Context: an optimization exercise on an open-source flow, tuned for small area, a short achievable clock period and few clock cycles. The choices shown serve that exercise and are no tape-out recipe. The RTL was checked by simulation tests, not by an equivalence proof against the original design.

==> flow/design.v <==
`timescale 1ns / 1ps
module conv_layer_sel8 (
    input  wire [7:0] d,
    input  wire [7:0] s,
    output wire       y
);
assign y = |(d & s);
endmodule
module conv_layer_nor2 (input wire a, input wire b, output wire y);
assign y = ~(a | b);
endmodule
module conv_layer_nand3 (input wire a, input wire b, input wire c, output wire y);
assign y = ~(a & b & c);
endmodule
module conv_layer_ready (
    input  wire       act, wl, wld, fin, ov, l2,
    input  wire [4:0] m,
    input  wire [8:0] nc,
    input  wire       rdy, start, weight_valid, input_valid, output_ready,
    output wire       rdy_n
);
wire taken  = input_valid & rdy;
wire finish = fin & ov & output_ready;
wire act_n  = start | (act & ~finish);
wire wl_n   = (wl | (wld & (m == 5'd8))) & ~finish;
wire fin_n  = (fin | (taken & (m == 5'd26) & (nc == 9'd511))) & ~finish;
wire ov_n   = l2 | (ov & ~output_ready);
wire m26_n  = wl & ((taken & (m == 5'd25)) | (~taken & (m == 5'd26)));
assign rdy_n = act_n & wl_n & ~fin_n & ~(ov_n & m26_n);
endmodule
module conv_layer #(
    parameter INPUT_CHANNELS = 3,
    parameter OUTPUT_CHANNELS = 32,
    parameter KERNEL_SIZE = 3,
    parameter INPUT_WIDTH = 4,
    parameter INPUT_HEIGHT = 4,
    parameter WEIGHT_BITS = 4,
    parameter ACTIVATION_BITS = 8
) (
    input wire clk,
    input wire rst_n,
    input wire [ACTIVATION_BITS-1:0] input_data,
    input wire input_valid,
    output wire input_ready,
    input wire [WEIGHT_BITS*256-1:0] weights_flat,
    input wire [7:0] weight_addr,
    input wire weight_valid,
    output wire [ACTIVATION_BITS-1:0] output_data,
    output wire output_valid,
    input wire output_ready,
    input wire start,
    output wire done,
    input wire [7:0] stride,
    input wire [7:0] padding,
    input wire [255:0] bias_flat
);
localparam TAPS = KERNEL_SIZE * KERNEL_SIZE;                   
localparam MACS = TAPS * INPUT_CHANNELS;                         
localparam NOUT = INPUT_WIDTH * INPUT_HEIGHT * OUTPUT_CHANNELS;  
reg        act;       
reg        wl;        
reg        wld;       
reg [4:0]  m;         
reg [8:0]  nc;        
reg        fin;       
reg        p1;        
reg        l1;        
reg        l2;        
reg        ov;        
reg        rdy;       
reg        done_r;
reg [WEIGHT_BITS-1:0]                 wsr [0:TAPS-1];
reg [ACTIVATION_BITS-1:0]             in_reg;
reg [ACTIVATION_BITS+WEIGHT_BITS-1:0] prod;
reg [15:0]                            acc;
reg [ACTIVATION_BITS-1:0]             out_reg;
wire wload   = act & ~wl & ~(wld & (m == TAPS-1)) & weight_valid;
wire taken   = input_valid & rdy;
wire last_in = taken & (m == MACS-1);
wire finish  = fin & ov & output_ready;
wire rdy_n;
conv_layer_ready u_ready (
    .act(act), .wl(wl), .wld(wld), .fin(fin), .ov(ov), .l2(l2), .m(m), .nc(nc),
    .rdy(rdy), .start(start), .weight_valid(weight_valid),
    .input_valid(input_valid), .output_ready(output_ready), .rdy_n(rdy_n)
);
always @(posedge clk or negedge rst_n) begin
    if (!rst_n) begin
        act    <= 1'b0;
        wl     <= 1'b0;
        wld    <= 1'b0;
        m      <= 5'd0;
        nc     <= 9'd0;
        fin    <= 1'b0;
        p1     <= 1'b0;
        l1     <= 1'b0;
        l2     <= 1'b0;
        ov     <= 1'b0;
        rdy    <= 1'b0;
        done_r <= 1'b0;
    end else begin
        act    <= start | (act & ~finish);
        wld    <= wload;
        p1     <= taken;
        l1     <= last_in;
        l2     <= l1;
        ov     <= l2 | (ov & ~output_ready);
        rdy    <= rdy_n;
        done_r <= finish;
        if (wld | taken) begin
            if ((wld & (m == TAPS-1)) | (m == MACS-1))
                m <= 5'd0;
            else
                m <= m + 5'd1;
        end
        if (finish)
            wl <= 1'b0;
        else if (wld & (m == TAPS-1))
            wl <= 1'b1;
        if (finish)
            fin <= 1'b0;
        else if (last_in & (nc == NOUT-1))
            fin <= 1'b1;
        if (last_in)
            nc <= nc + 9'd1;
    end
end
wire [7:0]  wlo = 8'd1 << weight_addr[2:0];
wire [31:0] whi = (32'd1 << weight_addr[7:3]) & {32{wload}};
wire wrot  = taken;
wire whold = ~(wld | taken);
wire [WEIGHT_BITS-1:0] w8_n;
reg  [4*WEIGHT_BITS-1:0] wpr;    
genvar b, g, e;
generate
    for (b = 0; b < WEIGHT_BITS; b = b + 1) begin : WB
        wire [31:0] gy;
        wire [3:0]  py;
        always @(posedge clk)
            wpr[4*b +: 4] <= py;
        for (g = 0; g < 32; g = g + 1) begin : WG
            wire [7:0] gd;
            for (e = 0; e < 8; e = e + 1) begin : WE
                assign gd[e] = weights_flat[WEIGHT_BITS*(8*g+e) + b];
            end
            conv_layer_sel8 u_g (.d(gd), .s(wlo), .y(gy[g]));
        end
        for (g = 0; g < 4; g = g + 1) begin : WP
            conv_layer_sel8 u_p (.d(gy[8*g +: 8]), .s(whi[8*g +: 8]), .y(py[g]));
        end
        wire n01, n23;
        wire q = ~((wsr[0][b] & wrot) | (wsr[TAPS-1][b] & whold));
        conv_layer_nor2  u_n01 (.a(wpr[4*b]),   .b(wpr[4*b+1]), .y(n01));
        conv_layer_nor2  u_n23 (.a(wpr[4*b+2]), .b(wpr[4*b+3]), .y(n23));
        conv_layer_nand3 u_w8  (.a(n01), .b(n23), .c(q), .y(w8_n[b]));
    end
endgenerate
wire [7:0] blo = 8'd1 << nc[6:4];
wire [3:0] bhi = 4'd1 << nc[8:7];
wire [7:0] bsel;
generate
    for (b = 0; b < 8; b = b + 1) begin : BB
        wire [3:0] gy;
        for (g = 0; g < 4; g = g + 1) begin : BG
            wire [7:0] gd;
            for (e = 0; e < 8; e = e + 1) begin : BE
                assign gd[e] = bias_flat[8*(8*g+e) + b];
            end
            conv_layer_sel8 u_g (.d(gd), .s(blo), .y(gy[g]));
        end
        assign bsel[b] = |(gy & bhi);
    end
endgenerate
wire [15:0] sum = acc + prod;
integer i;
always @(posedge clk) begin
    if (wld | taken) begin
        for (i = 0; i < TAPS-1; i = i + 1)
            wsr[i] <= wsr[i+1];
    end
    wsr[TAPS-1] <= w8_n;
    in_reg <= input_data;
    prod <= p1 ? in_reg * wsr[TAPS-1] : {(ACTIVATION_BITS+WEIGHT_BITS){1'b0}};
    if (l2 | ~act)
        acc <= {8'd0, bsel};
    else
        acc <= sum;
    if (l2)
        out_reg <= sum[15] ? {ACTIVATION_BITS{1'b0}} : sum[ACTIVATION_BITS-1:0];
end
assign input_ready  = rdy;
assign output_data  = out_reg;
assign output_valid = ov;
assign done         = done_r;
endmodule
clock: 7.0 ns
lec_check: 0
cap_margin: 20
core_area: 5 5 395 395
die_area: 0 0 400 400
setup_slack_margin: 3.6
slew_margin: 20
synth_hierarchical: 1
standard.sh (not shown) runs the stock make flow with config.mk's settings and CLKGATE_MAP_FILE= SYNTH_SCRIPT=/design/flow/synth_recipe.tcl, a recipe that flattens the netlist after the stock synthesis.
==> flow/flow/run.sh <==
#!/bin/bash
# Standard ORFS layout, with every port buffered by the smallest buffer
# instead of the default clkdlybuf4s50_1.
set -euo pipefail
export BUFFER_PORTS_ARGS="-buffer_cell sky130_fd_sc_hd__buf_1"
if [[ -f flow/place_pins_args ]]; then
  export PLACE_PINS_ARGS="$(cat flow/place_pins_args)"
fi
bash standard.sh finish > standard.log 2>&1
Testbench counts at the start, summed over its fixed seeds: cycles 166,062.
Then changed:
--- a/flow/design.v
+++ b/flow/design.v
@@ -12,18 +12,19 @@
 module conv_layer_nand3 (input wire a, input wire b, input wire c, output wire y);
 assign y = ~(a & b & c);
 endmodule
 module conv_layer_ready (
-    input  wire       act, wl, wld, fin, ov, l2,
+    input  wire       act, wl, fin, ov, l2,
     input  wire [4:0] m,
     input  wire [8:0] nc,
     input  wire       rdy, start, weight_valid, input_valid, output_ready,
     output wire       rdy_n
 );
 wire taken  = input_valid & rdy;
+wire wload  = act & ~wl & weight_valid;
 wire finish = fin & ov & output_ready;
 wire act_n  = start | (act & ~finish);
-wire wl_n   = (wl | (wld & (m == 5'd8))) & ~finish;
+wire wl_n   = (wl | (wload & (m == 5'd8))) & ~finish;
 wire fin_n  = (fin | (taken & (m == 5'd26) & (nc == 9'd511))) & ~finish;
 wire ov_n   = l2 | (ov & ~output_ready);
 wire m26_n  = wl & ((taken & (m == 5'd25)) | (~taken & (m == 5'd26)));
 assign rdy_n = act_n & wl_n & ~fin_n & ~(ov_n & m26_n);
@@ -58,9 +59,8 @@
 localparam MACS = TAPS * INPUT_CHANNELS;                         
 localparam NOUT = INPUT_WIDTH * INPUT_HEIGHT * OUTPUT_CHANNELS;  
 reg        act;       
 reg        wl;        
-reg        wld;       
 reg [4:0]  m;         
 reg [8:0]  nc;        
 reg        fin;       
 reg        p1;        
@@ -73,23 +73,22 @@
 reg [ACTIVATION_BITS-1:0]             in_reg;
 reg [ACTIVATION_BITS+WEIGHT_BITS-1:0] prod;
 reg [15:0]                            acc;
 reg [ACTIVATION_BITS-1:0]             out_reg;
-wire wload   = act & ~wl & ~(wld & (m == TAPS-1)) & weight_valid;
+wire wload   = act & ~wl & weight_valid;
 wire taken   = input_valid & rdy;
 wire last_in = taken & (m == MACS-1);
 wire finish  = fin & ov & output_ready;
 wire rdy_n;
 conv_layer_ready u_ready (
-    .act(act), .wl(wl), .wld(wld), .fin(fin), .ov(ov), .l2(l2), .m(m), .nc(nc),
+    .act(act), .wl(wl), .fin(fin), .ov(ov), .l2(l2), .m(m), .nc(nc),
     .rdy(rdy), .start(start), .weight_valid(weight_valid),
     .input_valid(input_valid), .output_ready(output_ready), .rdy_n(rdy_n)
 );
 always @(posedge clk or negedge rst_n) begin
     if (!rst_n) begin
         act    <= 1'b0;
         wl     <= 1'b0;
-        wld    <= 1'b0;
         m      <= 5'd0;
         nc     <= 9'd0;
         fin    <= 1'b0;
         p1     <= 1'b0;
@@ -99,24 +98,23 @@
         rdy    <= 1'b0;
         done_r <= 1'b0;
     end else begin
         act    <= start | (act & ~finish);
-        wld    <= wload;
         p1     <= taken;
         l1     <= last_in;
         l2     <= l1;
         ov     <= l2 | (ov & ~output_ready);
         rdy    <= rdy_n;
         done_r <= finish;
-        if (wld | taken) begin
-            if ((wld & (m == TAPS-1)) | (m == MACS-1))
+        if (wload | taken) begin
+            if ((wload & (m == TAPS-1)) | (m == MACS-1))
                 m <= 5'd0;
             else
                 m <= m + 5'd1;
         end
         if (finish)
             wl <= 1'b0;
-        else if (wld & (m == TAPS-1))
+        else if (wload & (m == TAPS-1))
             wl <= 1'b1;
         if (finish)
             fin <= 1'b0;
         else if (last_in & (nc == NOUT-1))
@@ -127,18 +125,15 @@
 end
 wire [7:0]  wlo = 8'd1 << weight_addr[2:0];
 wire [31:0] whi = (32'd1 << weight_addr[7:3]) & {32{wload}};
 wire wrot  = taken;
-wire whold = ~(wld | taken);
+wire whold = ~(wload | taken);
 wire [WEIGHT_BITS-1:0] w8_n;
-reg  [4*WEIGHT_BITS-1:0] wpr;    
 genvar b, g, e;
 generate
     for (b = 0; b < WEIGHT_BITS; b = b + 1) begin : WB
         wire [31:0] gy;
         wire [3:0]  py;
-        always @(posedge clk)
-            wpr[4*b +: 4] <= py;
         for (g = 0; g < 32; g = g + 1) begin : WG
             wire [7:0] gd;
             for (e = 0; e < 8; e = e + 1) begin : WE
                 assign gd[e] = weights_flat[WEIGHT_BITS*(8*g+e) + b];
@@ -149,10 +144,10 @@
             conv_layer_sel8 u_p (.d(gy[8*g +: 8]), .s(whi[8*g +: 8]), .y(py[g]));
         end
         wire n01, n23;
         wire q = ~((wsr[0][b] & wrot) | (wsr[TAPS-1][b] & whold));
-        conv_layer_nor2  u_n01 (.a(wpr[4*b]),   .b(wpr[4*b+1]), .y(n01));
-        conv_layer_nor2  u_n23 (.a(wpr[4*b+2]), .b(wpr[4*b+3]), .y(n23));
+        conv_layer_nor2  u_n01 (.a(py[0]), .b(py[1]), .y(n01));
+        conv_layer_nor2  u_n23 (.a(py[2]), .b(py[3]), .y(n23));
         conv_layer_nand3 u_w8  (.a(n01), .b(n23), .c(q), .y(w8_n[b]));
     end
 endgenerate
 wire [7:0] blo = 8'd1 << nc[6:4];
@@ -173,9 +168,9 @@
 endgenerate
 wire [15:0] sum = acc + prod;
 integer i;
 always @(posedge clk) begin
-    if (wld | taken) begin
+    if (wload | taken) begin
         for (i = 0; i < TAPS-1; i = i + 1)
             wsr[i] <= wsr[i+1];
     end
     wsr[TAPS-1] <= w8_n;
After rerunning: Cell area is higher by a few percent; die area is unchanged; register-to-register slack barely changes; clock-buffer cell count is lower by 9; routed wire length is higher by roughly a tenth; hold slack is worse by 0.0061 ns; setup slack is worse by 0.099 ns; utilization is higher by 0.36 points.
Testbench counts after the change, summed over its fixed seeds: cycles 166,050.

## re-timing with driven ports
No port has a modelled driver above. Below, the same layouts with a new extraction and two added sets of constraints. Step 1 assumes that a clkbuf_16 drives the clock port and a buf_2 every other input. Step 2, shift: input delay + t, output delay - t, t = (earliest + latest rising clock arrival at the registers) / 2. This alone moves slack from input paths to output paths. Three values: ideal ports, drivers, drivers and shift; two values: the first two.
| run | shift t [ns] | setup slack, ns | worst register clock-pin slew, ns |
|---|---|---|---|
| the first run | 0.516 | 3.489 / 3.497 / 2.982 | 0.09 / 0.09 |
| the second run | 0.392 | 3.390 / 3.270 / 2.878 | 0.08 / 0.08 |
After both steps every run listed still meets setup and hold. The setup slack of the second run, which loses most, moves by -0.120 ns with the drivers and by -0.512 ns with both steps.
